What follows belongs to an exercise in optimizing a design on an open flow for small area and a short achievable clock period; a production flow would make more cautious choices.
Function was checked by simulation only, so behaviour that the tests miss may differ from the original.
Power figures rest on the tool's default switching activity, not on a simulated workload.

==> flow/design.v (excerpt) <==
module sysarray_flat (
    input  wire         clk,
    input  wire         rst,
    input  wire         clr,
    input  wire [23:0]  a_left,
    input  wire [23:0]  b_top,
    output wire [161:0] acc_out
);
export LEC_CHECK = 0
export CAP_MARGIN = 20
export CORE_MARGIN = 2
export CORE_UTILIZATION = 40
export CTS_BUF_LIST = sky130_fd_sc_hd__clkbuf_4 sky130_fd_sc_hd__clkbuf_8
export CTS_CLUSTER_DIAMETER = 60
export CTS_CLUSTER_SIZE = 16
export SETUP_SLACK_MARGIN = 1.2
export SLEW_MARGIN = 20
export SYNTH_HIERARCHICAL = 1
export SYNTH_MINIMUM_KEEP_SIZE = 0
create_clock -name core_clock -period 5.0 [get_ports {clk}]
standard.sh (not shown) runs the stock make flow with config.mk's settings and CLKGATE_MAP_FILE= SYNTH_SCRIPT=/design/flow/synth_recipe.tcl, a recipe that flattens the netlist after the stock synthesis.
==> flow/flow/run.sh <==
#!/bin/bash
set -euo pipefail
export BUFFER_PORTS_ARGS="-buffer_cell sky130_fd_sc_hd__buf_1"
export PRE_RESIZE_TCL="$PWD/flow/pre_resize.tcl"
bash standard.sh > standard.log 2>&1
==> flow/flow/pre_resize.tcl <==
# Input-port buffers (named input* by buffer_ports) to buf_4.
set n 0
foreach inst [get_cells input*] {
  if { [get_property $inst ref_name] == "sky130_fd_sc_hd__buf_1" } {
    replace_cell $inst sky130_fd_sc_hd__buf_4
    incr n
  }
}
puts "pre_resize: $n input buffers made sky130_fd_sc_hd__buf_4"
Change:
Settings changed: SETUP_SLACK_MARGIN 1.2 to 1.1, TNS_END_PERCENT set to 0.
Effect:
- fmax goes down by about 1.8%
- non-clock buffer count decreases by 16
- sequential power stays flat
- cell area came out lower by 1.5%
- hold slack improved by 27 ps
- sequential share of layout area is about the same
- synthesized cell count stays the same
- setup slack gets worse by 67 ps
- total power goes down by 2.8%
- die area is unchanged
- area after synthesis stays the same


run 1:
Another version of the RTL of sysarray_flat (not shown whole).
Size: ~260 flip-flops, ~210 I/O pins, roughly 27000 µm² of cells after synthesis.
export LEC_CHECK = 0
export CAP_MARGIN = 20
export CORE_MARGIN = 2
export CORE_UTILIZATION = 40
export CTS_BUF_LIST = sky130_fd_sc_hd__clkbuf_4 sky130_fd_sc_hd__clkbuf_8
export SETUP_SLACK_MARGIN = 1.1
export SLEW_MARGIN = 20
export SYNTH_HIERARCHICAL = 1
export SYNTH_MINIMUM_KEEP_SIZE = 0
create_clock -name core_clock -period 5.0 [get_ports {clk}]
==> flow/flow/pre_resize.tcl <==
# Input-port buffers (named input* by buffer_ports) to buf_4.
set n 0
foreach inst [get_cells input*] {
  if { [get_property $inst ref_name] == "sky130_fd_sc_hd__buf_1" } {
    replace_cell $inst sky130_fd_sc_hd__buf_4
    incr n
  }
}
puts "pre_resize: $n input buffers made sky130_fd_sc_hd__buf_4"
set n 0
foreach inst [get_cells *] {
  if { [string match "*g_hop*" [get_name $inst]] &&
       [get_property $inst ref_name] == "sky130_fd_sc_hd__dfxtp_1" } {
    replace_cell $inst sky130_fd_sc_hd__dfxtp_2
    incr n
  }
}
puts "pre_resize: $n operand registers made sky130_fd_sc_hd__dfxtp_2"
Scripts as last shown in full above: flow/flow/run.sh
Run 1: full flow OK, the timing, DRC and antenna checks passed
Changes in run 2 relative to run 1:
==> flow/flow/run.sh <==
#!/bin/bash
set -euo pipefail
export BUFFER_PORTS_ARGS="-buffer_cell sky130_fd_sc_hd__buf_1"
export PRE_RESIZE_TCL="$PWD/flow/pre_resize.tcl"
bash standard.sh ABC_LOAD_IN_FF=1 finish > standard.log 2>&1
==> flow/flow/pre_resize.tcl <==
# Input-port buffers (named input* by buffer_ports) to buf_4.
set n 0
foreach inst [get_cells input*] {
  if { [get_property $inst ref_name] == "sky130_fd_sc_hd__buf_1" } {
    replace_cell $inst sky130_fd_sc_hd__buf_4
    incr n
  }
}
puts "pre_resize: $n input buffers made sky130_fd_sc_hd__buf_4"
Results
- Result for run 2 and run 1: all clean
- The capturing instance or port of the critical path comes out u_arr.g_row[0].g_col[2].u_pe.acc_out[15] in one run and u_arr.g_row[0].g_col[1].u_pe.acc_out[16] in the other, namely in run 2 and run 1 respectively.
- Final cell count without fillers across run 2 and run 1: no real change.
- Relative to run 1, smallest hold slack increased by 0.021 ns in run 2.
- Lower sequential area share after synthesis was reported by run 1, not run 2.
### run 2 -> run 3
# run 2
export LEC_CHECK = 0
export CAP_MARGIN = 20
export CORE_MARGIN = 2
export CORE_UTILIZATION = 40
export CTS_BUF_LIST = sky130_fd_sc_hd__clkbuf_4 sky130_fd_sc_hd__clkbuf_8
export SETUP_SLACK_MARGIN = 1.1
export SLEW_MARGIN = 20
export SYNTH_HIERARCHICAL = 1
export SYNTH_MINIMUM_KEEP_SIZE = 0
create_clock -name core_clock -period 5.0 [get_ports {clk}]
# run 3
export LEC_CHECK = 0
export CAP_MARGIN = 20
export CORE_MARGIN = 2
export CORE_UTILIZATION = 40
export CTS_BUF_LIST = sky130_fd_sc_hd__clkbuf_4 sky130_fd_sc_hd__clkbuf_8
export SETUP_SLACK_MARGIN = 1.0
export SLEW_MARGIN = 20
export SYNTH_HIERARCHICAL = 1
export SYNTH_MINIMUM_KEEP_SIZE = 0
create_clock -name core_clock -period 5.0 [get_ports {clk}]
==> flow/flow/run.sh <==
#!/bin/bash
# The standard layout, with every port buffered by the smallest buffer
# (sky130_fd_sc_hd__buf_1) rather than the cell buffer_ports picks by itself;
# repair_design and repair_timing resize them afterwards where needed.
set -euo pipefail
export BUFFER_PORTS_ARGS="-buffer_cell sky130_fd_sc_hd__buf_1"
bash standard.sh > standard.log 2>&1
removed: flow/flow/pre_resize.tcl
Notes after the runs:
- Higher data arrival time of the critical path goes to run 3 over run 2.
- In run 3 the clock-buffer cell count turned out 7.9% higher than in run 2.
- Total detailed-routing wirelength of run 3 falls short of that of run 2 slightly.
- Run 2 has a lower power than run 3.
- Critical path depth for run 3 is higher than for run 2.
Input-level comparison between run 4 and run 3:
# run 3
export LEC_CHECK = 0
export CAP_MARGIN = 20
export CORE_MARGIN = 2
export CORE_UTILIZATION = 40
export CTS_BUF_LIST = sky130_fd_sc_hd__clkbuf_4 sky130_fd_sc_hd__clkbuf_8
export SETUP_SLACK_MARGIN = 1.0
export SLEW_MARGIN = 20
export SYNTH_HIERARCHICAL = 1
export SYNTH_MINIMUM_KEEP_SIZE = 0
create_clock -name core_clock -period 5.0 [get_ports {clk}]
# run 4
export LEC_CHECK = 0
export CAP_MARGIN = 20
export CORE_MARGIN = 2
export CORE_UTILIZATION = 40
export CTS_BUF_LIST = sky130_fd_sc_hd__clkbuf_4 sky130_fd_sc_hd__clkbuf_8
export SETUP_SLACK_MARGIN = 1.1
export SLEW_MARGIN = 20
export SYNTH_HIERARCHICAL = 1
export SYNTH_MINIMUM_KEEP_SIZE = 0
create_clock -name core_clock -period 5.0 [get_ports {clk}]
Run 4 reached the end of the flow, and the finished layout is clean on the timing, DRC and antenna checks.
Run 3 → run 4: routed wire length closely matched the old numbers; share of final layout cell area taken by clock buffers and inverters decreased by 0.38 points relative to the old numbers; area of all placed cells without fillers increased by 180 µm² relative to the old numbers.
In run 4 relative to run 3, achievable frequency had gone up slightly.
In the tables for run 3 and run 4, non-clock buffer count in the final layout reads higher with run 4.
Diff run 3 -> run 4 | area of the multi-input gates | up slightly
Summary: setup slack, run 4 better than run 3
Run 3 and run 4 ended up with roughly the same power.
For run 5, these inputs were changed with respect to run 4:
# run 4
export LEC_CHECK = 0
export CAP_MARGIN = 20
export CORE_MARGIN = 2
export CORE_UTILIZATION = 40
export CTS_BUF_LIST = sky130_fd_sc_hd__clkbuf_4 sky130_fd_sc_hd__clkbuf_8
export SETUP_SLACK_MARGIN = 1.1
export SLEW_MARGIN = 20
export SYNTH_HIERARCHICAL = 1
export SYNTH_MINIMUM_KEEP_SIZE = 0
create_clock -name core_clock -period 5.0 [get_ports {clk}]
# run 5
export LEC_CHECK = 0
export CAP_MARGIN = 20
export CORE_MARGIN = 2
export CORE_UTILIZATION = 40
export CTS_BUF_LIST = sky130_fd_sc_hd__clkbuf_4 sky130_fd_sc_hd__clkbuf_8
export SETUP_SLACK_MARGIN = 0.9
export SLEW_MARGIN = 20
export SYNTH_HIERARCHICAL = 1
export SYNTH_MINIMUM_KEEP_SIZE = 0
create_clock -name core_clock -period 5.0 [get_ports {clk}]
Findings:
Between run 5 and run 4, it is run 5 whose delay of the slowest cell on the worst path is higher, by 0.08 ns.
Sort run 5 and run 4 by met3 layer wire length in the routed design desc -> top: run 5
When run 5 is set beside run 4, its total via count in the routed design turns out to be 144 larger.
Combinational-cell power consumption across run 5 and run 4: no real change.
Edits applied to the flow inputs when going from run 5 to run 6:
# run 5
export LEC_CHECK = 0
export CAP_MARGIN = 20
export CORE_MARGIN = 2
export CORE_UTILIZATION = 40
export CTS_BUF_LIST = sky130_fd_sc_hd__clkbuf_4 sky130_fd_sc_hd__clkbuf_8
export SETUP_SLACK_MARGIN = 0.9
export SLEW_MARGIN = 20
export SYNTH_HIERARCHICAL = 1
export SYNTH_MINIMUM_KEEP_SIZE = 0
create_clock -name core_clock -period 5.0 [get_ports {clk}]
# run 6
export LEC_CHECK = 0
export CAP_MARGIN = 20
export CORE_MARGIN = 2
export CORE_UTILIZATION = 40
export CTS_BUF_LIST = sky130_fd_sc_hd__clkbuf_4 sky130_fd_sc_hd__clkbuf_8
export SETUP_SLACK_MARGIN = 1.1
export SLEW_MARGIN = 20
export SYNTH_HIERARCHICAL = 1
export SYNTH_MINIMUM_KEEP_SIZE = 0
create_clock -name core_clock -period 5.0 [get_ports {clk}]
==> flow/flow/run.sh <==
#!/bin/bash
set -euo pipefail
export BUFFER_PORTS_ARGS="-buffer_cell sky130_fd_sc_hd__buf_1"
export PRE_RESIZE_TCL="$PWD/flow/pre_resize.tcl"
bash standard.sh > standard.log 2>&1
==> flow/flow/pre_resize.tcl (new file) <==
# Input-port buffers (named input* by buffer_ports) to buf_4.
set n 0
foreach inst [get_cells input*] {
  if { [get_property $inst ref_name] == "sky130_fd_sc_hd__buf_1" } {
    replace_cell $inst sky130_fd_sc_hd__buf_4
    incr n
  }
}
puts "pre_resize: $n input buffers made sky130_fd_sc_hd__buf_4"
[summary]
- Post-synth net total came out exactly the same in run 5 and run 6.
- Run 6: cell internal power dissipation 0.84% above run 5
- Compared with run 5, run 6 shows number of clock buffers in the layout higher by 7.
- Number of enable-type register cells in the synthesized netlist came out exactly the same in run 5 and run 6.
- Between run 5 and run 6, detailed route wirelength on metal2 increased.
- From run 5 to run 6 the numbers moved as follows: final area higher, setup slack higher, final period demand of the worst path lower.

[afterwards: timing with drivers on the ports]
The flow's constraints put no driver on any port. The routed layouts listed below were extracted and timed again, unchanged, in two steps. Step 1: set_driving_cell puts a clkbuf_16 on clk and a buf_2 on each other input, an assumption about the parent block. Step 2 moves the port delays by t, midway between the first and last clock arrival at a register: inputs arrive t later, outputs are due t later. That takes back most of the time a late clock gives input paths. Three values: no drivers, after step 1, after step 2; two values: the first two.
run | t (ns) | setup slack, ns | hold WS [ns] | latest minus earliest clock arrival (ns) | slew at the worst register clock pin (ns)
the first run of note 1 | 0.672 | 1.279 / 1.317 / 0.644 | 0.537 / 0.537 / 0.537 | 0.053 / 0.053 | 0.10 / 0.10
the second run of note 1 | 0.672 | 1.212 / 1.238 / 0.567 | 0.564 / 0.564 / 0.564 | 0.035 / 0.034 | 0.09 / 0.09
run 1 | 0.682 | 1.247 / 1.284 / 0.602 | 0.523 / 0.523 / 0.523 | 0.031 / 0.031 | 0.06 / 0.06
run 2 | 0.698 | 1.216 / 1.251 / 0.554 | 0.544 / 0.544 / 0.544 | 0.024 / 0.025 | 0.07 / 0.07
run 3 | 0.691 | 1.143 / 1.158 / 0.473 | 0.563 / 0.563 / 0.563 | 0.053 / 0.052 | 0.06 / 0.06
run 4 | 0.693 | 1.213 / 1.232 / 0.539 | 0.542 / 0.542 / 0.542 | 0.021 / 0.022 | 0.07 / 0.07
run 5 | 0.685 | 1.027 / 1.058 / 0.373 | 0.565 / 0.565 / 0.565 | 0.031 / 0.031 | 0.07 / 0.07
run 6 | 0.694 | 1.247 / 1.247 / 0.599 | 0.531 / 0.531 / 0.531 | 0.028 / 0.027 | 0.07 / 0.07
After both steps setup and hold are still met in every run listed. For run 4, which loses most, drivers alone change the setup slack by +0.019 ns; drivers and shift together by -0.674 ns.
